Source: an optimization exercise on an open RTL-to-GDS flow (aim: small area). Production flows keep margins and buffers that such runs may drop.
Where RTL was checked, it was by simulation tests only, not by an equivalence proof against the original.
The RTL of run 1 was laid out without a check of its function.
The flow treats the clock pin as an ideal source, which a real chip does not have.
Power figures rest on the tool's default switching activity, not on a simulated workload.

==> flow/design.v <==
module direc (output1,secs_segments,changed,reset,clk);
output [13:0] secs_segments;
output [6:0] output1;
input changed;
input reset;
input clk;
reg       ph2;
reg [2:0] ph7;
reg [1:0] ph3;
wire sec_tick  = ~ph2 & ph7[2] & ph7[1];
wire scan_tick = ~ph2 & ph3[1];
always @(posedge clk)
if (!reset) begin
  ph2 <= 1'b0; ph7 <= 3'd0; ph3 <= 2'd0;
end else begin
  ph2 <= ~ph2;
  ph7 <= (ph7[2] & ph7[1]) ? 3'd0 : ph7 + 3'd1;
  ph3 <= {ph3[0], ~ph3[1] & ~ph3[0]};
end
reg [3:0] su, mu;
reg [2:0] st, mt;
wire su9 = su[3] & su[0];
wire st5 = st[2] & st[0];
wire mu9 = mu[3] & mu[0];
wire mt5 = mt[2] & mt[0];
wire s_wrap = sec_tick & su9 & st5;
wire m_wrap = s_wrap & mu9 & mt5;
always @(posedge clk)
if (!reset) begin
  su <= 4'd0; st <= 3'd0; mu <= 4'd0; mt <= 3'd0;
end else begin
  if (sec_tick) su <= su9 ? 4'd0 : su + 4'd1;
  if (sec_tick & su9) st <= st5 ? 3'd0 : st + 3'd1;
  if (s_wrap) mu <= mu9 ? 4'd0 : mu + 4'd1;
  if (s_wrap & mu9) mt <= mt5 ? 3'd0 : mt + 3'd1;
end
reg [9:0] pos;
wire pos_end = pos[9] & pos[8] & pos[7] & pos[2];
wire low = ~|pos[9:6];
wire p1  = low & (pos[5:0] == 6'd1);
wire p5  = low & (pos[5:0] == 6'd5);
wire p28 = low & (pos[5:0] == 6'd28);
wire p34 = low & (pos[5:0] == 6'd34);
wire p57 = low & (pos[5:0] == 6'd57);
wire p62 = low & (pos[5:0] == 6'd62);
reg [1:0] ht;       
reg [3:0] hu;       
reg hp;             
reg hc;             
wire [1:0] ht_now = (ht[1] & ht[0]) ? 2'd0 : (hp & hc) ? (ht[1] ? 2'd0 : ht + 2'd1) : ht;
wire [3:0] hu_now = (hu[3] & hu[2]) ? 4'd0 : hp ? (hc ? 4'd0 : hu + 4'd1) : hu;
reg [3:0] dig;
always @(posedge clk)
if (!reset) begin
  pos <= 10'd1; dig <= 4'd15; ht <= 2'd3; hu <= 4'd15; hp <= 1'b0; hc <= 1'b0;
end else begin
  if (m_wrap) begin
    hp <= 1'b1;
    hc <= (hu[3] & hu[0]) | (ht[1] & hu[1] & hu[0]);
  end
  if (scan_tick) begin
    pos <= pos_end ? 10'd1 : pos + 10'd1;
    dig <= p1 ? {2'b00, ht_now} : p5 ? hu_now : p28 ? {1'b0, mt} : p34 ? mu :
           p57 ? {1'b0, st} : p62 ? su : 4'd15;
    if (p1) ht <= ht_now;
    if (p5) begin hu <= hu_now; if (!m_wrap) hp <= 1'b0; end
  end
end
function [6:0] seg;
input [3:0] d;
seg = d == 4'd0 ? 7'b0111111 :
      d == 4'd1 ? 7'b0000110 :
      d == 4'd2 ? 7'b1011011 :
      d == 4'd3 ? 7'b1001111 :
      d == 4'd4 ? 7'b1100110 :
      d == 4'd5 ? 7'b1101101 :
      d == 4'd6 ? 7'b1111101 :
      d == 4'd7 ? 7'b0000111 :
      d == 4'd8 ? 7'b1111111 :
      d == 4'd9 ? 7'b1101111 : 7'b0000000;
endfunction
reg [6:0] ecl;
always @(*) begin
  ecl = 7'b0000000;
  if (low & ~pos[5] & pos[1] & ~pos[0])
    case (pos[4:2])
      3'd0: ecl = 7'b1111001;
      3'd1: ecl = 7'b0111001;
      3'd2: ecl = 7'b0111000;
      3'd3: ecl = 7'b0110000;
      3'd4: ecl = 7'b1110011;
      3'd5: ecl = 7'b1101101;
      3'd6: ecl = 7'b1111011;
      default: ecl = 7'b0000000;
    endcase
end
assign output1 = changed ? ecl : seg(dig);
assign secs_segments = {~(ht[1] & ht[0] ? 7'b0000000 : seg({2'b00, ht})), ~(hu[3] & hu[2] ? 7'b0000000 : seg(hu))};
endmodule
==> flow/flow/run.sh <==
#!/bin/bash
# Layout: the standard flow (standard.sh) with an area-oriented ABC mapping in
# synthesis, unit-size port buffers and a clock tree of clkbuf_4 without dummy loads.
set -euo pipefail
W=$(pwd)
export OWN_WORK=$W
export OWN_ABC_SCRIPT=$W/flow/area.abc
bash standard.sh \
  SYNTH_SCRIPT=$W/flow/own_synth.tcl \
  REMOVE_ABC_BUFFERS=1 \
  "BUFFER_PORTS_ARGS=-buffer_cell sky130_fd_sc_hd__buf_1" \
  "CTS_ARGS=-sink_clustering_enable -repair_clock_nets -dont_use_dummy_load -buf_list sky130_fd_sc_hd__clkbuf_8 -sink_clustering_size 64 -sink_clustering_max_diameter 400" \
  finish > $W/make_flow.log 2>&1
==> flow/flow/area.abc <==
strash
&get -n
&deepsyn -T 20
&put
dch -f
amap
mfs2
strash
dch -f
amap
topo
==> flow/flow/own_synth.tcl <==
# The standard flow's synthesis (synth_recipe.tcl) with two changes: Yosys does not extract
# half/full adders, and ABC maps for area with the script named by OWN_ABC_SCRIPT.
# Flip-flops are mapped before ABC runs, so the registers are the standard ones.
proc extract_fa {args} {}
proc abc {args} {
  set i [lsearch -exact $args -script]
  if {$i >= 0} {
    lset args [expr {$i + 1}] $::env(OWN_ABC_SCRIPT)
  }
  yosys abc {*}$args
}
source $::env(OWN_WORK)/synth_recipe.tcl
==> flow/standard.sh <==
#!/bin/bash
# synth_recipe.tcl (not shown) runs the flow's synth.tcl, then flattens the netlist and writes it again
# the make line also repeats each setting of config.mk as NAME=value (left out here)
make -C /OpenROAD-flow-scripts/flow DESIGN_CONFIG=/design/flow/config.mk WORK_HOME=/design/flow/orfs CLKGATE_MAP_FILE= SYNTH_SCRIPT=/design/flow/synth_recipe.tcl "${@:-finish}"
==> flow/config.mk <==
export PLATFORM = sky130hd
export DESIGN_NAME = direc
export DESIGN_NICKNAME = direc
export VERILOG_FILES = /design/flow/design.v
export SDC_FILE = /design/flow/constraint.sdc
export NUM_CORES = 4
export LEC_CHECK = 0
export CAP_MARGIN = 20
export CORE_MARGIN = 2
export CORE_UTILIZATION = 40
export SLEW_MARGIN = 20
==> flow/constraint.sdc <==
create_clock -name core_clock -period 5.0 [get_ports {clk}]
set_input_delay 1.0000 -clock core_clock [delete_from_list [all_inputs] [get_ports {clk}]]
set_output_delay 1.0000 -clock core_clock [all_outputs]
set_load 0.01 [all_outputs]
==> impl_metrics.sql, run 1 <==
INSERT INTO impl_metrics (metric_group, metric, value, unit) VALUES
('power_and_ir_drop', 'ir_drop', '116', 'uV'),
('grt', 'initial_antenna_violation_count', '0', ''),
('yosys', 'compound_gate_portion_of_the_synthesized_area', '0.196', ''),
('setup_path', 'crit_path_max_fo', '3', ''),
('cts', 'cts_inserted_buffers', '5', ''),
('setup_path', 'critical_path_required', '4.00', 'ns'),
('setup_path', 'worstPathCellList', 'or4_1, or2_0, nor3_1, clkinv_1, o21ai_0, clkinv_1, o22ai_1, buf_1', ''),
('timing', 'fin_skew', '0.0157', 'ns'),
('timing', 'timing.final.crit_share', '0.690', ''),
('floorplanning', 'boundaryPins', '24', ''),
('cts', 'cts_hold_repair.buffers', '0', ''),
('place', 'finalWeightedCongestion', '0.891', ''),
('setup_path', 'family_of_cells_with_the_greatest_summed_delay_on_the_critical_path', 'simple AND/OR/NAND/NOR gates', ''),
('yosys', 'synthCells', '275', ''),
('routing', 'route.detailed.drc', '0', ''),
('worst_hold_path', 'worst_min_delay_path_startpoint', 'ph3[0]$_SDFF_PN0_', ''),
('timing', 'hold_viol', '0', ''),
('grt', 'grt.overflow.total', '0', ''),
('setup_path', 'setup.worst_path.end_class', 'output pin', ''),
('routing', 'post_drt_wl_per_cell', '12.0', 'um'),
('flow_run', 'timing.max_cap.violations', '0', ''),
('timing', 'finalWorstPathRequiredPeriod', '3.45', 'ns'),
('yosys', 'mappedNetlistArea', '1990', 'um2'),
('cts', 'cts_root_buffer', 'sky130_fd_sc_hd__clkbuf_8', ''),
('setup_path', 'timing.critical_path.slowest_stage_cell', 'sky130_fd_sc_hd__or4_1', ''),
('power_and_ir_drop', 'power-per-cell-area', '263', 'nW/um2'),
('finish', 'layout-drive-gt1-share', '0.0167', ''),
('yosys', 'synth.area.mux_share', '0', ''),
('grt', 'grt_first_pass_wirelength', '7.44', 'mm'),
('finish', 'fin_util', '0.464', ''),
('grt', 'via_count_of_the_first_global_routing_pass', '1665', ''),
('cts', 'clock_tree_from_tritoncts', 'done', ''),
('routing', 'firstDrtPassIters', '4', ''),
('cts', 'postCtsSetupBuffers', '0', ''),
('cts', 'postCtsResizedCells', '0', ''),
('floorplanning', 'chipWidth', '74.5', 'um'),
('timing', 'rsz0062_at_grt', 'no', ''),
('setup_path', 'r2r_start', 'pos[9]$_SDFFE_PN0P_', ''),
('timing', 'maxSlewHeadroom', '0.340', ''),
('cts', 'tritoncts_num_sinks', '42', ''),
('cts', 'cts.clk_slew.worst_paths', '0.08', 'ns'),
('yosys', 'synth_simple_gate_area_share', '0.311', ''),
('yosys', 'synth.yosys.seq_area_share', '0.423', ''),
('yosys', 'yosys_warnings', '1', ''),
('routing', 'drtIter0Drc', '106', ''),
('floorplanning', 'fp.dieH', '74.5', 'um'),
('floorplanning', 'core_area', '4750', 'um2'),
('setup_path', 'worst-r2r-setup-slack', '1.98', 'ns'),
('setup_path', 'worst_path_largest_cell_delay', '0.52', 'ns'),
('timing', 'setup_viol_count_final', '0', ''),
('run_status', 'outcome', 'complete, no violations', ''),
('timing', 'final.setup.worst_slack', '1.55', 'ns'),
('setup_path', 'timing.setup.critical_path_class', 'reg2out', ''),
('floorplanning', 'fp.dieArea', '5550', 'um2'),
('power_and_ir_drop', 'power.static_leakage', '0.789', 'nW'),
('worst_hold_path', 'hold_path_class', 'reg2reg', ''),
('cts', 'cts.htree.levels', '2', ''),
('place', 'postPlaceCellArea', '2140', 'um2'),
('finish', 'fin_area', '2210', 'um2'),
('routing', 'via_per_inst', '5.13', ''),
('finish', 'mostFrequentLayoutCells', 'sky130_fd_sc_hd__nor2_1, sky130_fd_sc_hd__dfxtp_1, sky130_fd_sc_hd__clkinv_1, sky130_fd_sc_hd__buf_1, sky130_fd_sc_hd__o21ai_0', ''),
('timing', 'fmaxAchievable', '0.290', 'GHz'),
('yosys', 'dominant_combinational_cell_family_by_area_after_synthesis', 'simple AND/OR/NAND/NOR gates', ''),
('finish', 'synthToLayoutAreaGrowth', '11.1', '%'),
('routing', 'detailed_route_wire_length', '4.39', 'mm'),
('finish', 'design.final.nets', '304', ''),
('routing', 'antenna_violating_nets_post_route', '0', ''),
('grt', 'track_usage', '0.176', ''),
('cts', 'clk_latency', '0.29', 'ns'),
('place', 'dp_hpwl', '3.41', 'mm'),
('yosys', 'syn-mean-instance-area', '7.23', 'um2');
## worst paths after layout
kind	endpoint	cells after the start
setup / recovery	output1[2]	8
hold / removal	ph3[0]$_SDFF_PN0_	1
hold reg to reg	ph3[0]$_SDFF_PN0_	1
setup reg to reg	dig[3]$_SDFFE_PN1P_	11
## per-layer routing
layer	GRT usage	vias up	routed length, um
met3	0.0461	8	194
li1	-	1009	-
met2	0.270	54	1900
met1	0.237	808	2220
met5	0	-	0
met4	0.0675	0	68
## stage by stage
step	std cells	hold slack [ns]
6_report	366	0.406
5_1_grt	366	0.438
4_1_cts	366	0.408
3_5_place_dp	361	0.398
3_3_place_gp	361	0.390
2_1_floorplan	271	0.383
## cell type report
| type | count | area [um2] |
|---|---|---|
| well taps | 67 | 83.8 |
| multi-input cells | 197 | 1010 |
| clock buffers | 5 | 68.8 |
| flip-flops and latches | 42 | 841 |
| inverters | 32 | 120 |
| fillers | 509 | 2550 |
| repair buffers | 23 | 86.3 |
## sequential cells by signal, summed over array words and instances (netlist names)
signal / flops
dig: 4
su: 4
hu: 4
ph2: 1
ph7: 3
mt: 3
pos: 10
ht: 2
st: 3
mu: 4
hp: 1
ph3: 2
hc: 1
## cells in the mapped netlist
cell | count | share of area
sky130_fd_sc_hd__a31oi_1 | 3 | 0.0094
sky130_fd_sc_hd__clkinv_1 | 32 | 0.060
sky130_fd_sc_hd__or2_0 | 7 | 0.022
sky130_fd_sc_hd__a221oi_1 | 1 | 0.0044
sky130_fd_sc_hd__a311oi_1 | 1 | 0.0044
sky130_fd_sc_hd__or4_1 | 4 | 0.015
sky130_fd_sc_hd__buf_1 | 3 | 0.0057
sky130_fd_sc_hd__and2_0 | 8 | 0.025
sky130_fd_sc_hd__nor3_1 | 16 | 0.040
sky130_fd_sc_hd__o311ai_0 | 1 | 0.0044
sky130_fd_sc_hd__a211oi_1 | 6 | 0.023
sky130_fd_sc_hd__nand4_1 | 1 | 0.0031
sky130_fd_sc_hd__or3_1 | 3 | 0.0094
sky130_fd_sc_hd__nand2_1 | 19 | 0.036
sky130_fd_sc_hd__nor2_1 | 64 | 0.12
sky130_fd_sc_hd__nor2b_1 | 4 | 0.013
sky130_fd_sc_hd__a32oi_1 | 1 | 0.0044
sky130_fd_sc_hd__a31o_1 | 1 | 0.0044
sky130_fd_sc_hd__a21o_1 | 1 | 0.0038
sky130_fd_sc_hd__o41ai_1 | 1 | 0.0044
sky130_fd_sc_hd__a21oi_1 | 8 | 0.020
sky130_fd_sc_hd__and3_1 | 6 | 0.019
sky130_fd_sc_hd__o22ai_1 | 10 | 0.031
sky130_fd_sc_hd__o221ai_1 | 4 | 0.018
sky130_fd_sc_hd__nand3_1 | 3 | 0.0075
sky130_fd_sc_hd__a41oi_1 | 1 | 0.0044
sky130_fd_sc_hd__o21a_1 | 2 | 0.0075
sky130_fd_sc_hd__dfxtp_1 | 42 | 0.42
sky130_fd_sc_hd__o21ai_0 | 21 | 0.053
sky130_fd_sc_hd__buf_4 | 1 | 0.0038
## worst reg2reg max path: stages (launching register included)
cell and delay, ns:
sky130_fd_sc_hd__dfxtp_1 0.33, sky130_fd_sc_hd__or4_1 0.52, sky130_fd_sc_hd__or2_0 0.26, sky130_fd_sc_hd__or3_1 0.35, sky130_fd_sc_hd__nor2_1 0.14, sky130_fd_sc_hd__nand2_1 0.08
sky130_fd_sc_hd__nor2_1 0.27, sky130_fd_sc_hd__clkinv_1 0.21, sky130_fd_sc_hd__a211oi_1 0.32, sky130_fd_sc_hd__nor2_1 0.08, sky130_fd_sc_hd__a41oi_1 0.21, sky130_fd_sc_hd__o21ai_0 0.11
## report_power, final
part | leakage [nW] | switching, W | internal, W
sequential | 0.341 | 0.00000687 | 0.000342
clock | 0.0359 | 0.000102 | 0.0000900
combinational | 0.412 | 0.0000264 | 0.0000138
## cells by family (layout without fill, tap and decap cells)
| kind of cell | count (synthesis) | in the layout |
|---|---|---|
| compound gates | 62 | 62 |
| buf+inv | 36 | 60 |
| flops | 42 | 42 |
| simple gates | 135 | 135 |
==> run 2, diff against run 1 <==
==> flow/design.v (replaced) <==
module direc (output1,secs_segments,changed,reset,clk);
output [13:0] secs_segments;
output [6:0] output1;
input changed;
input reset;
input clk;
reg       ph2;
reg [2:0] ph7;
reg [1:0] ph3;
wire scan_tick = ~ph2 & ph3[1];
wire sec_inc   = scan_tick & ph7[0];
always @(posedge clk)
if (!reset) begin
  ph2 <= 1'b0; ph7 <= 3'd0; ph3 <= 2'd0;
end else begin
  ph2 <= ~ph2;
  ph7 <= (ph7[2] & ph7[1]) ? 3'd0 : ph7 + 3'd1;
  ph3 <= {ph3[0], ~ph3[1] & ~ph3[0]};
end
reg [3:0] su, mu;
reg [2:0] st, mt;
wire su9 = su[3] & su[0];
wire st5 = st[2] & st[0];
wire mu9 = mu[3] & mu[0];
wire mt5 = mt[2] & mt[0];
wire s_wrap = sec_inc & su9 & st5;
always @(posedge clk)
if (!reset) begin
  su <= 4'd0; st <= 3'd0; mu <= 4'd0; mt <= 3'd0;
end else begin
  if (sec_inc) su <= su9 ? 4'd0 : su + 4'd1;
  if (sec_inc & su9) st <= st5 ? 3'd0 : st + 3'd1;
  if (s_wrap) mu <= mu9 ? 4'd0 : mu + 4'd1;
  if (s_wrap & mu9) mt <= mt5 ? 3'd0 : mt + 3'd1;
end
reg [9:0] pos;
wire pos_end = pos[9] & pos[8] & pos[7] & pos[2];
wire low = ~|pos[9:6];
wire [5:0] p = pos[5:0];
wire p1 = low & (p == 6'd1);
wire p5 = low & (p == 6'd5);
reg [1:0] ht;       
reg [3:0] hu;       
wire new_hour = (mt == 3'd0) & ~mu[3] & ~(mu[2] & mu[1]);
wire tens_carry = (hu[3] & hu[0]) | (ht[1] & hu[1] & hu[0]);
wire units_zero = (hu[3] & hu[0]) | (~ht[1] & ~ht[0] & ~hu[2] & hu[1] & hu[0] & ~mu[2]);
always @(posedge clk)
if (!reset) begin
  pos <= 10'd1; ht <= 2'd3; hu <= 4'd15;
end else if (scan_tick) begin
  pos <= pos_end ? 10'd1 : pos + 10'd1;
  if (p1 & new_hour & tens_carry) ht <= {~ht[1] & ht[0], ~ht[1] & ~ht[0]};
  if (p5 & new_hour) hu <= units_zero ? 4'd0 : hu + 4'd1;
end
function [6:0] seg;
input [3:0] d;
seg = d == 4'd0 ? 7'b0111111 :
      d == 4'd1 ? 7'b0000110 :
      d == 4'd2 ? 7'b1011011 :
      d == 4'd3 ? 7'b1001111 :
      d == 4'd4 ? 7'b1100110 :
      d == 4'd5 ? 7'b1101101 :
      d == 4'd6 ? 7'b1111101 :
      d == 4'd7 ? 7'b0000111 :
      d == 4'd8 ? 7'b1111111 :
      d == 4'd9 ? 7'b1101111 : 7'b0000000;
endfunction
wire [3:0] dig = p == 6'd2  ? {2'b00, ht} :
                 p == 6'd6  ? hu :
                 p == 6'd29 ? {1'b0, mt} :
                 p == 6'd35 ? mu :
                 p == 6'd58 ? {1'b0, st} :
                 p == 6'd63 ? su : 4'd15;
wire [6:0] tim = low ? seg(dig) : 7'b0000000;
reg [6:0] ecl;
always @(*) begin
  ecl = 7'b0000000;
  if (low & ~p[5] & p[1] & ~p[0])
    case (p[4:2])
      3'd0: ecl = 7'b1111001;
      3'd1: ecl = 7'b0111001;
      3'd2: ecl = 7'b0111000;
      3'd3: ecl = 7'b0110000;
      3'd4: ecl = 7'b1110011;
      3'd5: ecl = 7'b1101101;
      3'd6: ecl = 7'b1111011;
      default: ecl = 7'b0000000;
    endcase
end
assign output1 = changed ? ecl : tim;
assign secs_segments = {~(ht[1] & ht[0] ? 7'b0000000 : seg({2'b00, ht})), ~(hu[3] & hu[2] ? 7'b0000000 : seg(hu))};
endmodule
==> run 2 against run 1 <==
Effect of this change: still clean; sequential power shrank 15%; die area shrank 9.9%; worst hold slack got worse by 0.0025 ns; first-iteration DRC count decreased by 3.8%; sequential share of layout area down 1.8 points; critical path depth increased by 10; highest routed layer unchanged.
==> impl_metrics.sql, run 2 <==
INSERT INTO impl_metrics (metric_group, metric, value, unit) VALUES
('run_status', 'outcome', 'complete, no violations', ''),
('yosys', 'synth.yosys.seq_area_share', '0.405', ''),
('timing', 'setup_viol_count_final', '0', ''),
('cts', 'tritoncts_num_sinks', '36', ''),
('floorplanning', 'chipWidth', '70.7', 'um'),
('floorplanning', 'fp.dieArea', '5000', 'um2'),
('finish', 'multi_input_comb_area', '905', 'um2'),
('yosys', 'count_of_flip_flops_with_a_built_in_enable_after_synthesis', '0', ''),
('floorplanning', 'floorplan.rows', '24', ''),
('timing', 'finalWorstPathRequiredPeriod', '4.41', 'ns'),
('place', 'finalWeightedCongestion', '1.01', ''),
('timing', 'final_max_slew_viol_count', '0', ''),
('floorplanning', 'core_area', '4320', 'um2'),
('timing', 'maxSlewHeadroom', '0.677', ''),
('floorplanning', 'starting_density_of_the_core', '0.412', ''),
('yosys', 'yosysUniqueCellTypes', '33', ''),
('cts', 'cts.htree.levels', '2', ''),
('setup_path', 'crit_path_max_fo', '5', ''),
('finish', 'total_area_of_sequential_cells', '721', 'um2'),
('yosys', 'netlist.top_cell.by_area', 'sky130_fd_sc_hd__dfxtp_1', ''),
('timing', 'hold_viol', '0', ''),
('place', 'dp_hpwl', '3.23', 'mm'),
('setup_path', 'cp-start-kind', 'register', ''),
('yosys', 'synth_ff_type', 'sky130_fd_sc_hd__dfxtp_1', ''),
('place', 'numPlacedInstances', '321', ''),
('cts', 'postCtsSetupBuffers', '0', ''),
('setup_path', 'worstPathCellList', 'clkinv_1, nor2_1, clkinv_1, nor4_2, clkinv_1, o22ai_1, nand2_1, o21ai_0, o221ai_1, o21ai_0, o22ai_1, nor2_1, nor2_1, a21oi_1, a211o_1, nand2_1, a21oi_1, buf_1', ''),
('finish', 'fillCellCount', '468', ''),
('setup_path', 'setup.worst_path.end_class', 'output pin', ''),
('timing', 'rsz0062_at_grt', 'no', ''),
('yosys', 'synthCells', '250', ''),
('grt', 'grt_start_max_net_pins', '13', ''),
('cts', 'cts-root-to-sink-buffers', '2', ''),
('timing', 'fmaxAchievable', '0.227', 'GHz'),
('finish', 'leading_cell_type_in_the_layout_fill_and_taps_excluded', 'sky130_fd_sc_hd__nor2_1', ''),
('yosys', 'netlist_top_cells_count', 'sky130_fd_sc_hd__nor2_1, sky130_fd_sc_hd__clkinv_1, sky130_fd_sc_hd__dfxtp_1, sky130_fd_sc_hd__nand2_1, sky130_fd_sc_hd__nor3_1', ''),
('finish', 'n_diodes', '0', ''),
('cts', 'cts_inserted_buffers', '5', ''),
('timing', 'final.setup.tns', '0', 'ns'),
('grt', 'via_count_of_the_first_global_routing_pass', '1540', ''),
('yosys', 'syn-mean-instance-area', '7.12', 'um2'),
('flow_run', 'timing.max_cap.violations', '0', ''),
('place', 'postPlaceCellArea', '1910', 'um2'),
('cts', 'cts_root_buffer', 'sky130_fd_sc_hd__clkbuf_8', ''),
('setup_path', 'critical_path_required', '4.00', 'ns'),
('floorplanning', 'fp.dieH', '70.7', 'um'),
('setup_path', 'timing.critical_path.slowest_stage_cell', 'sky130_fd_sc_hd__dfxtp_1', ''),
('floorplanning', 'boundaryPins', '24', ''),
('finish', 'synthToLayoutAreaGrowth', '11.7', '%'),
('routing', 'firstDrtPassIters', '4', ''),
('setup_path', 'cp_num_buf_inv', '4', ''),
('power_and_ir_drop', 'power.static_leakage', '0.692', 'nW'),
('timing', 'slew_worst_pin', '0.480', 'ns'),
('power_and_ir_drop', 'power-per-cell-area', '256', 'nW/um2'),
('setup_path', 'timing.setup.critical_path_class', 'reg2out', ''),
('finish', 'layout-drive-gt1-share', '0.0219', ''),
('place', 'place_ws', '0.867', 'ns'),
('yosys', 'yosys_warnings', '1', ''),
('yosys', 'mappedNetlistArea', '1780', 'um2'),
('grt', 'grt_first_pass_wirelength', '7.08', 'mm'),
('finish', 'layout.cells.non_filler', '326', ''),
('finish', 'design.final.nets', '279', ''),
('routing', 'antenna_violating_nets_post_route', '0', ''),
('routing', 'post_drt_wl_per_cell', '12.7', 'um'),
('place', 'io_buffer_count', '23', ''),
('cts', 'clock_tree_from_tritoncts', 'done', ''),
('routing', 'detailed_route_wire_length', '4.16', 'mm'),
('worst_hold_path', 'hold_path_class', 'reg2reg', ''),
('routing', 'via_count', '1773', ''),
('finish', 'mostFrequentLayoutCells', 'sky130_fd_sc_hd__nor2_1, sky130_fd_sc_hd__clkinv_1, sky130_fd_sc_hd__dfxtp_1, sky130_fd_sc_hd__buf_1, sky130_fd_sc_hd__nand2_1', ''),
('cts', 'cts.clk_slew.worst_paths', '0.07', 'ns'),
('grt', 'track_usage', '0.177', ''),
('routing', 'drtIter0Drc', '102', ''),
('finish', 'number_of_flip_flops_in_the_largest_register', '10', ''),
('routing', 'route.detailed.drc', '0', ''),
('grt', 'initial_antenna_violation_count', '0', ''),
('grt', 'grt.overflow.total', '0', ''),
('finish', 'fin_area', '1990', 'um2'),
('finish', 'largest_register', 'pos', ''),
('timing', 'final.setup.worst_slack', '0.586', 'ns'),
('yosys', 'post-synth-top-count-cell', 'sky130_fd_sc_hd__nor2_1', ''),
('cts', 'clk_latency', '0.28', 'ns'),
('yosys', 'synthDominantCellAreaShare', '0.405', ''),
('timing', 'fin_skew', '0.0168', 'ns'),
('power_and_ir_drop', 'ir_drop', '116', 'uV'),
('yosys', 'synth_area_leaders', 'sky130_fd_sc_hd__dfxtp_1, sky130_fd_sc_hd__nor2_1, sky130_fd_sc_hd__clkinv_1', ''),
('setup_path', 'family_of_cells_with_the_greatest_summed_delay_on_the_critical_path', 'compound AO/OA/AOI/OAI gates', ''),
('power_and_ir_drop', 'totalPowerFinal', '0.000509', 'W'),
('setup_path', 'worst_ep_arrival_time', '3.41', 'ns'),
('setup_path', 'worst_path_largest_cell_delay', '0.40', 'ns'),
('yosys', 'postSynth.asyncResetShare', '0', ''),
('yosys', 'ys_seq_elements', '36', ''),
('timing', 'timing.final.crit_share', '0.883', ''),
('routing', 'via_per_inst', '5.44', '');
## run 2: per-stage QoR
stage	hold WS (ns)	utilization
final	0.404	0.460
after CTS	0.408	0.458
after global placement	0.391	0.442
after detailed placement	0.395	0.442
after global routing	0.427	0.460
after floorplan	0.383	-
## run 2: kinds of logic after synthesis
family / count (synthesis) / synth area share
AND/OR/NAND/NOR: 110 / 0.279
flip-flops: 36 / 0.405
AO/OA/AOI/OAI: 62 / 0.226
buffers and inverters: 42 / 0.0907
## run 2: metal layers
metal	GRT usage	routed length [um]	vias up
li1	-	-	926
met5	0	0	-
met3	0.0470	206	6
met2	0.260	1800	50
met4	0.0776	63	0
met1	0.243	2090	791
## run 2: final timing paths
check                       end  slack, ns  cells after the start                 from
min           ph3[0]$_SDFF_PN0_       0.40                      1    ph3[0]$_SDFF_PN0_
max                  output1[4]       0.59                     18  pos[4]$_SDFFE_PN0P_
min reg2reg   ph3[0]$_SDFF_PN0_       0.40                      1    ph3[0]$_SDFF_PN0_
max reg2reg  mt[2]$_SDFFE_PN0P_       2.37                     13    ph3[1]$_SDFF_PN0_
## run 2: area by class of cell
class	count	share of cell area
inverters	38	0.0717
repair buffers	23	0.0434
flip-flops and latches	36	0.362
multi-input cells	172	0.455
well taps	52	0.0327
clock buffers	5	0.0346
## run 2: repair_timing
| action | 4_1_cts | 5_1_grt |
|---|---|---|
| gates resized for setup | 0 | 1 |
| hold buffers | 0 | 0 |
| endpoints found under the setup margin | 0 | 1 |
## run 2: report_power, final
group	total, W	switching (W)	internal, W
sequential	0.000298	0.00000507	0.000293
combinational	0.0000308	0.0000206	0.0000102
clock	0.000180	0.0000907	0.0000896
==> run 3, diff against run 2 <==
==> flow/run.sh (new file) <==
#!/bin/bash
# synth_recipe.tcl (not shown) runs the flow's synth.tcl, then flattens the netlist and writes it again
# the make line also repeats each setting of config.mk as NAME=value (left out here)
make -C /OpenROAD-flow-scripts/flow DESIGN_CONFIG=/design/flow/config.mk WORK_HOME=/design/flow/orfs CLKGATE_MAP_FILE= SYNTH_SCRIPT=/design/flow/synth_recipe.tcl finish
removed: flow/flow/run.sh
removed: flow/flow/area.abc
removed: flow/flow/own_synth.tcl
removed: flow/standard.sh
==> run 3 against run 2 <==
Effect of this change: die area up 38%; highest routed layer unchanged; global-route usage down 1.1 points; first-iteration DRC count up 49%; largest power group unchanged; sequential power about the same.
==> impl_metrics.sql, run 3 <==
INSERT INTO impl_metrics (metric_group, metric, value, unit) VALUES
('yosys', 'synth_area_leaders', 'sky130_fd_sc_hd__dfxtp_1, sky130_fd_sc_hd__ha_1, sky130_fd_sc_hd__nand2_1', ''),
('power_and_ir_drop', 'ir_drop', '132', 'uV'),
('setup_path', 'cp-startpoint', 'pos[2]$_SDFFE_PN0P_', ''),
('place', 'postPlaceCellArea', '2720', 'um2'),
('setup_path', 'timing.critical_path.slowest_stage_cell', 'sky130_fd_sc_hd__dfxtp_1', ''),
('place', 'io_buffer_count', '23', ''),
('cts', 'cts-root-to-sink-buffers', '2', ''),
('routing', 'detailed_route_wire_length', '5.35', 'mm'),
('yosys', 'yosysUniqueCellTypes', '64', ''),
('finish', 'layout-drive-gt1-share', '0.0800', ''),
('place', 'numPlacedInstances', '392', ''),
('setup_path', 'worstPathCellList', 'nand3_2, or2_1, o22a_1, nand3_1, a21oi_1, nand2b_1, a32o_1, clkdlybuf4s50_1', ''),
('timing', 'fmaxAchievable', '0.240', 'GHz'),
('finish', 'mostFrequentLayoutCells', 'sky130_fd_sc_hd__nand2_1, sky130_fd_sc_hd__dfxtp_1, sky130_fd_sc_hd__nor2_1, sky130_fd_sc_hd__clkdlybuf4s50_1, sky130_fd_sc_hd__nand3_1', ''),
('cts', 'cts.htree.levels', '2', ''),
('cts', 'postCtsSetupBuffers', '0', ''),
('grt', 'grt_start_max_net_pins', '27', ''),
('cts', 'clk_latency', '0.29', 'ns'),
('routing', 'antenna_violating_nets_post_route', '0', ''),
('floorplanning', 'fp.dieH', '83.0', 'um'),
('timing', 'final.setup.tns', '0', 'ns'),
('setup_path', 'worst_path_largest_cell_delay', '0.83', 'ns'),
('floorplanning', 'floorplan.rows', '28', ''),
('cts', 'postCtsResizedCells', '0', ''),
('finish', 'fillCellCount', '625', ''),
('floorplanning', 'fp.dieArea', '6890', 'um2'),
('floorplanning', 'core_area', '5990', 'um2'),
('grt', 'grt.overflow.total', '0', ''),
('routing', 'route.detailed.drc', '0', ''),
('finish', 'number_of_flip_flops_in_the_largest_register', '10', ''),
('yosys', 'yosys_warnings', '1', ''),
('routing', 'drtIter0Drc', '152', ''),
('place', 'dp_hpwl', '3.95', 'mm'),
('grt', 'track_usage', '0.165', ''),
('setup_path', 'setup.worst_path.end_class', 'output pin', ''),
('timing', 'maxSlewHeadroom', '0.415', ''),
('setup_path', 'crit_path_max_fo', '20', ''),
('power_and_ir_drop', 'power.static_leakage', '1.04', 'nW'),
('finish', 'total_area_of_sequential_cells', '721', 'um2'),
('setup_path', 'r2r_start', 'ph3[1]$_SDFF_PN0_', ''),
('timing', 'fin_hold_ws', '0.412', 'ns'),
('yosys', 'count_of_flip_flops_with_a_built_in_enable_after_synthesis', '0', ''),
('grt', 'via_count_of_the_first_global_routing_pass', '2091', ''),
('yosys', 'postSynth.asyncResetShare', '0', ''),
('routing', 'via_per_inst', '5.53', ''),
('yosys', 'synthCells', '314', ''),
('yosys', 'synthDominantCellAreaShare', '0.288', ''),
('timing', 'finalWorstPathRequiredPeriod', '4.16', 'ns'),
('floorplanning', 'chipWidth', '83.0', 'um'),
('finish', 'leading_cell_type_in_the_layout_fill_and_taps_excluded', 'sky130_fd_sc_hd__nand2_1', ''),
('grt', 'grt_first_pass_wirelength', '9.60', 'mm'),
('timing', 'final_max_slew_viol_count', '0', ''),
('finish', 'largest_register', 'pos', ''),
('cts', 'tritoncts_num_sinks', '36', ''),
('setup_path', 'critical_path_required', '4.00', 'ns'),
('setup_path', 'cp-start-kind', 'register', ''),
('floorplanning', 'starting_density_of_the_core', '0.417', ''),
('setup_path', 'worst_ep_arrival_time', '3.16', 'ns'),
('timing', 'setup_viol_count_final', '0', ''),
('timing', 'rsz0062_at_grt', 'no', ''),
('yosys', 'mappedNetlistArea', '2500', 'um2'),
('timing', 'hold_viol', '0', ''),
('worst_hold_path', 'worst_min_delay_path_startpoint', 'ph3[0]$_SDFF_PN0_', ''),
('cts', 'cts_hold_repair.buffers', '0', ''),
('finish', 'synthToLayoutAreaGrowth', '12.8', '%'),
('grt', 'initial_antenna_violation_count', '0', ''),
('yosys', 'syn-mean-instance-area', '7.96', 'um2'),
('power_and_ir_drop', 'power-per-cell-area', '199', 'nW/um2'),
('run_status', 'outcome', 'complete, no violations', ''),
('worst_hold_path', 'hold_path_class', 'reg2reg', ''),
('cts', 'clock_tree_from_tritoncts', 'done', ''),
('cts', 'cts_inserted_buffers', '5', ''),
('timing', 'timing.final.crit_share', '0.833', ''),
('finish', 'design.final.nets', '340', ''),
('cts', 'cts.clk_slew.worst_paths', '0.07', 'ns'),
('yosys', 'ys_seq_elements', '36', ''),
('floorplanning', 'boundaryPins', '24', ''),
('routing', 'firstDrtPassIters', '4', ''),
('place', 'finalWeightedCongestion', '0.812', ''),
('routing', 'post_drt_wl_per_cell', '13.4', 'um'),
('routing', 'via_count', '2213', ''),
('yosys', 'synth_ff_type', 'sky130_fd_sc_hd__dfxtp_1', ''),
('yosys', 'synth.yosys.seq_area_share', '0.288', ''),
('yosys', 'netlist.top_cell.by_area', 'sky130_fd_sc_hd__dfxtp_1', ''),
('cts', 'cts_root_buffer', 'sky130_fd_sc_hd__clkbuf_8', ''),
('yosys', 'post-synth-top-count-cell', 'sky130_fd_sc_hd__nand2_1', ''),
('setup_path', 'timing.setup.critical_path_class', 'reg2out', ''),
('finish', 'n_diodes', '0', ''),
('timing', 'slew_worst_pin', '0.875', 'ns'),
('finish', 'fin_area', '2820', 'um2'),
('finish', 'multi_input_comb_area', '1630', 'um2'),
('timing', 'fin_skew', '0.00479', 'ns'),
('yosys', 'netlist_top_cells_count', 'sky130_fd_sc_hd__nand2_1, sky130_fd_sc_hd__dfxtp_1, sky130_fd_sc_hd__nor2_1, sky130_fd_sc_hd__nand3_1', ''),
('flow_run', 'timing.max_cap.violations', '0', ''),
('finish', 'layout.cells.non_filler', '400', '');
run 3: cell count changes after synthesis, moves of 10 or more:
| cell | delta |
|---|---|
| sky130_fd_sc_hd__and2_1 | +10 |
| sky130_fd_sc_hd__clkbuf_1 | +12 |
| sky130_fd_sc_hd__clkinv_1 | -38 |
| sky130_fd_sc_hd__ha_1 | +13 |
| sky130_fd_sc_hd__inv_1 | +10 |
| sky130_fd_sc_hd__nand2_1 | +18 |
| sky130_fd_sc_hd__nand3_1 | +15 |
| sky130_fd_sc_hd__nor2_1 | -17 |
| sky130_fd_sc_hd__nor3_1 | -13 |
| sky130_fd_sc_hd__xnor2_1 | +11 |
run 3: metrics by stage:
stage	util	power [W]	worst slack [ns]
floorplan	-	0.000333	2.09
global placement	0.454	0.000347	1.06
detailed placement	0.454	0.000347	1.03
CTS	0.471	0.000571	0.830
global route	0.471	0.000586	0.621
finish	0.471	0.000560	0.836
run 3: worst max-delay path, delay by kind of cell, from the launching register on:
kind	cells	cell delay [ns]
flops	1	0.83
compound gates	3	0.57
buf+inv	1	0.48
simple gates	4	0.99
run 3: path summary, 6_finish.rpt:
path              slack [ns]                 end  depth (start not counted)
hold reg to reg         0.41   ph3[0]$_SDFF_PN0_                          1
setup / recovery        0.84          output1[5]                          8
setup reg to reg        2.85  ht[1]$_SDFFE_PN1P_                          6
hold / removal          0.41   ph3[0]$_SDFF_PN0_                          1
run 3: layout make-up:
class | count | share of cell area
clock buffers | 6 | 0.0293
well taps | 75 | 0.0333
inverters | 10 | 0.0133
multi-input cells | 247 | 0.579
repair buffers | 24 | 0.0843
clock inverters | 2 | 0.00533
flip-flops and latches | 36 | 0.256
run 3: logic make-up after synthesis:
logic type | count (synthesis) | synth area share
muxes | 4 | 0.0160
adders and majority gates | 14 | 0.0691
DFF | 36 | 0.288
xor gates and xnor gates | 16 | 0.0561
and+or+nand+nor | 153 | 0.333
AOI/OAI and AO/OA | 60 | 0.179
buffers and inverters | 31 | 0.0586
run 3: routing by layer:
layer  share of wire  GRT usage  wire length, um
met1            0.47      0.216             2530
met5               0          0                0
met4           0.029     0.0820              157
met2            0.46      0.261             2480
met3           0.033     0.0298              174
run 3: report_power, final:
part,switching (W),internal (W),leakage [nW]
combinational,0.0000202,0.0000192,0.701
sequential,0.00000798,0.000293,0.292
clock,0.000108,0.000111,0.0434
total,0.000137,0.000424,1.04
==> run 4, diff against run 3 <==
==> flow/flow/run.sh (new file) <==
#!/bin/bash
# Layout: the standard flow (standard.sh) with an area-oriented ABC mapping in
# synthesis, unit-size port buffers, and one clock buffer for all flip-flops in
# place of the clock tree. make's output goes to make_flow.log; each ORFS step
# keeps its own log under orfs/logs.
set -euo pipefail
W=$(pwd)
export OWN_WORK=$W
export OWN_ABC_SCRIPT=$W/flow/area.abc
export ONE_CLOCK_BUFFER=sky130_fd_sc_hd__clkbuf_16
bash standard.sh \
  SYNTH_SCRIPT=$W/flow/own_synth.tcl \
  REMOVE_ABC_BUFFERS=1 \
  "BUFFER_PORTS_ARGS=-buffer_cell sky130_fd_sc_hd__buf_1" \
  PRE_CTS_TCL=$W/flow/one_clock_buffer.tcl \
  finish > $W/make_flow.log 2>&1
==> flow/flow/area.abc (new file) <==
strash
&get -n
&deepsyn -T 20
&put
dch -f
amap
mfs2
strash
dch -f
amap
topo
==> flow/flow/one_clock_buffer.tcl (new file) <==
# PRE_CTS hook: instead of TritonCTS's H-tree, one clock buffer at the centre of
# the flip-flops drives every clock pin (the design has few registers). Every
# register's clock then comes through the same buffer and net.
proc clock_tree_synthesis {args} {
  set block [ord::get_db_block]
  set dbu [$block getDbUnitsPerMicron]
  set sx 0.0
  set sy 0.0
  set n 0
  foreach inst [$block getInsts] {
    if {[string match "sky130_fd_sc_hd__*df*" [[$inst getMaster] getName]]} {
      set bb [$inst getBBox]
      set sx [expr {$sx + ([$bb xMin] + [$bb xMax]) / 2.0}]
      set sy [expr {$sy + ([$bb yMin] + [$bb yMax]) / 2.0}]
      incr n
    }
  }
  set x [expr {$sx / $n / $dbu}]
  set y [expr {$sy / $n / $dbu}]
  puts "one clock buffer for $n flip-flops at ($x, $y)"
  insert_buffer -buffer_cell $::env(ONE_CLOCK_BUFFER) -net clk -location [list $x $y] \
    -buffer_name clkbuf_root -net_name clk_root
  [[ord::get_db_block] findNet clk_root] setSigType CLOCK
}
==> flow/flow/own_synth.tcl (new file) <==
# The standard flow's synthesis (synth_recipe.tcl) with two changes: Yosys does not extract
# half/full adders, and ABC maps for area with the script named by OWN_ABC_SCRIPT.
# Flip-flops are mapped before ABC runs, so the registers are the standard ones.
proc extract_fa {args} {}
proc abc {args} {
  set i [lsearch -exact $args -script]
  if {$i >= 0} {
    lset args [expr {$i + 1}] $::env(OWN_ABC_SCRIPT)
  }
  yosys abc {*}$args
}
source $::env(OWN_WORK)/synth_recipe.tcl
==> flow/standard.sh (new file) <==
#!/bin/bash
# synth_recipe.tcl (not shown) runs the flow's synth.tcl, then flattens the netlist and writes it again
# the make line also repeats each setting of config.mk as NAME=value (left out here)
make -C /OpenROAD-flow-scripts/flow DESIGN_CONFIG=/design/flow/config.mk WORK_HOME=/design/flow/orfs CLKGATE_MAP_FILE= SYNTH_SCRIPT=/design/flow/synth_recipe.tcl "${@:-finish}"
removed: flow/run.sh
==> run 4 against run 3 <==
Effect of this change: the flow now stops in clock tree synthesis; synthesized cell count down 20%; synthesized area is 29% lower.
==> impl_metrics.sql, run 4 <==
INSERT INTO impl_metrics (metric_group, metric, value, unit) VALUES
('place', 'dp_hpwl', '3.23', 'mm'),
('yosys', 'mappedNetlistArea', '1780', 'um2'),
('run_status', 'outcome', 'did not finish', ''),
('floorplanning', 'starting_density_of_the_core', '0.412', ''),
('yosys', 'yosys_warnings', '1', ''),
('yosys', 'netlist_top_cells_count', 'sky130_fd_sc_hd__nor2_1, sky130_fd_sc_hd__clkinv_1, sky130_fd_sc_hd__dfxtp_1, sky130_fd_sc_hd__nand2_1, sky130_fd_sc_hd__nor3_1', ''),
('yosys', 'yosysUniqueCellTypes', '33', ''),
('run_status', 'failing_step', 'clock tree synthesis', ''),
('floorplanning', 'chipWidth', '70.7', 'um'),
('yosys', 'postSynth.asyncResetShare', '0', ''),
('floorplanning', 'fp.dieH', '70.7', 'um'),
('yosys', 'netlist.top_cell.by_area', 'sky130_fd_sc_hd__dfxtp_1', ''),
('yosys', 'ys_seq_elements', '36', ''),
('yosys', 'syn-mean-instance-area', '7.12', 'um2'),
('yosys', 'synth_area_leaders', 'sky130_fd_sc_hd__dfxtp_1, sky130_fd_sc_hd__nor2_1, sky130_fd_sc_hd__clkinv_1', ''),
('place', 'finalWeightedCongestion', '1.01', ''),
('place', 'io_buffer_count', '23', ''),
('floorplanning', 'boundaryPins', '24', ''),
('run_status', 'stop_error', 'Error: cts.tcl, 36 invalid command name "NULL"', ''),
('yosys', 'post-synth-top-count-cell', 'sky130_fd_sc_hd__nor2_1', ''),
('yosys', 'synthDominantCellAreaShare', '0.405', ''),
('yosys', 'synth.yosys.seq_area_share', '0.405', ''),
('yosys', 'count_of_flip_flops_with_a_built_in_enable_after_synthesis', '0', ''),
('yosys', 'synth_ff_type', 'sky130_fd_sc_hd__dfxtp_1', ''),
('yosys', 'synthCells', '250', ''),
('place', 'numPlacedInstances', '321', ''),
('floorplanning', 'floorplan.rows', '24', '');
-- run 4: power by group through the flow --
| stage | clock network [W] | logic [W] | registers [W] |
|---|---|---|---|
| floorplan | 0 | 0.0000203 | 0.000304 |
| global placement | 0 | 0.0000308 | 0.000304 |
| detailed placement | 0 | 0.0000308 | 0.000304 |
-- run 4: logic make-up after synthesis --
group | synth area share
buf+inv | 0.0907
compound gates | 0.226
simple gates | 0.279
flops | 0.405
-- run 4: through the flow --
step	setup WS, ns	hold WS, ns	area, um2	util
2_1_floorplan	1.32	0.383	1760	-
3_3_place_gp	0.774	0.391	1910	0.442
3_5_place_dp	0.867	0.395	1910	0.442
-- run 4: worst max path at each step --
stage	from	slack [ns]	cells after the start	end
detailed placement	pos[2]$_SDFFE_PN0P_	0.87	17	output1[4]
global placement	pos[2]$_SDFFE_PN0P_	0.77	17	output1[4]
floorplan	pos[3]$_SDFFE_PN0P_	1.32	16	output1[4]

==> port drivers added, routing unchanged <==
The flow's constraints put no driver on any port. The routed layouts listed below were extracted and timed again, unchanged, in two steps.
Step 1 (the two cells are an assumption about what drives the block):
set clk [get_ports {clk}]
set_driving_cell -lib_cell sky130_fd_sc_hd__clkbuf_16 $clk
set_driving_cell -lib_cell sky130_fd_sc_hd__buf_2 [delete_from_list [all_inputs] $clk]
Step 2 also shifts input and output timing later by t, the mid clock arrival at the registers, as if the neighbouring blocks saw the same clock.
a / b / c = ideal ports / drivers / drivers and shift; a / b = the first two.
run | t, ns | setup slack, ns | hold WS [ns]
run 1 | 0.309 | 1.550 / 1.521 / 1.716 | 0.406 / 0.406 / 0.406
run 2 | 0.299 | 0.586 / 0.561 / 0.860 | 0.404 / 0.404 / 0.404
run 3 | 0.316 | 0.836 / 0.808 / 1.024 | 0.412 / 0.412 / 0.412
After both steps every run listed still meets setup and hold.
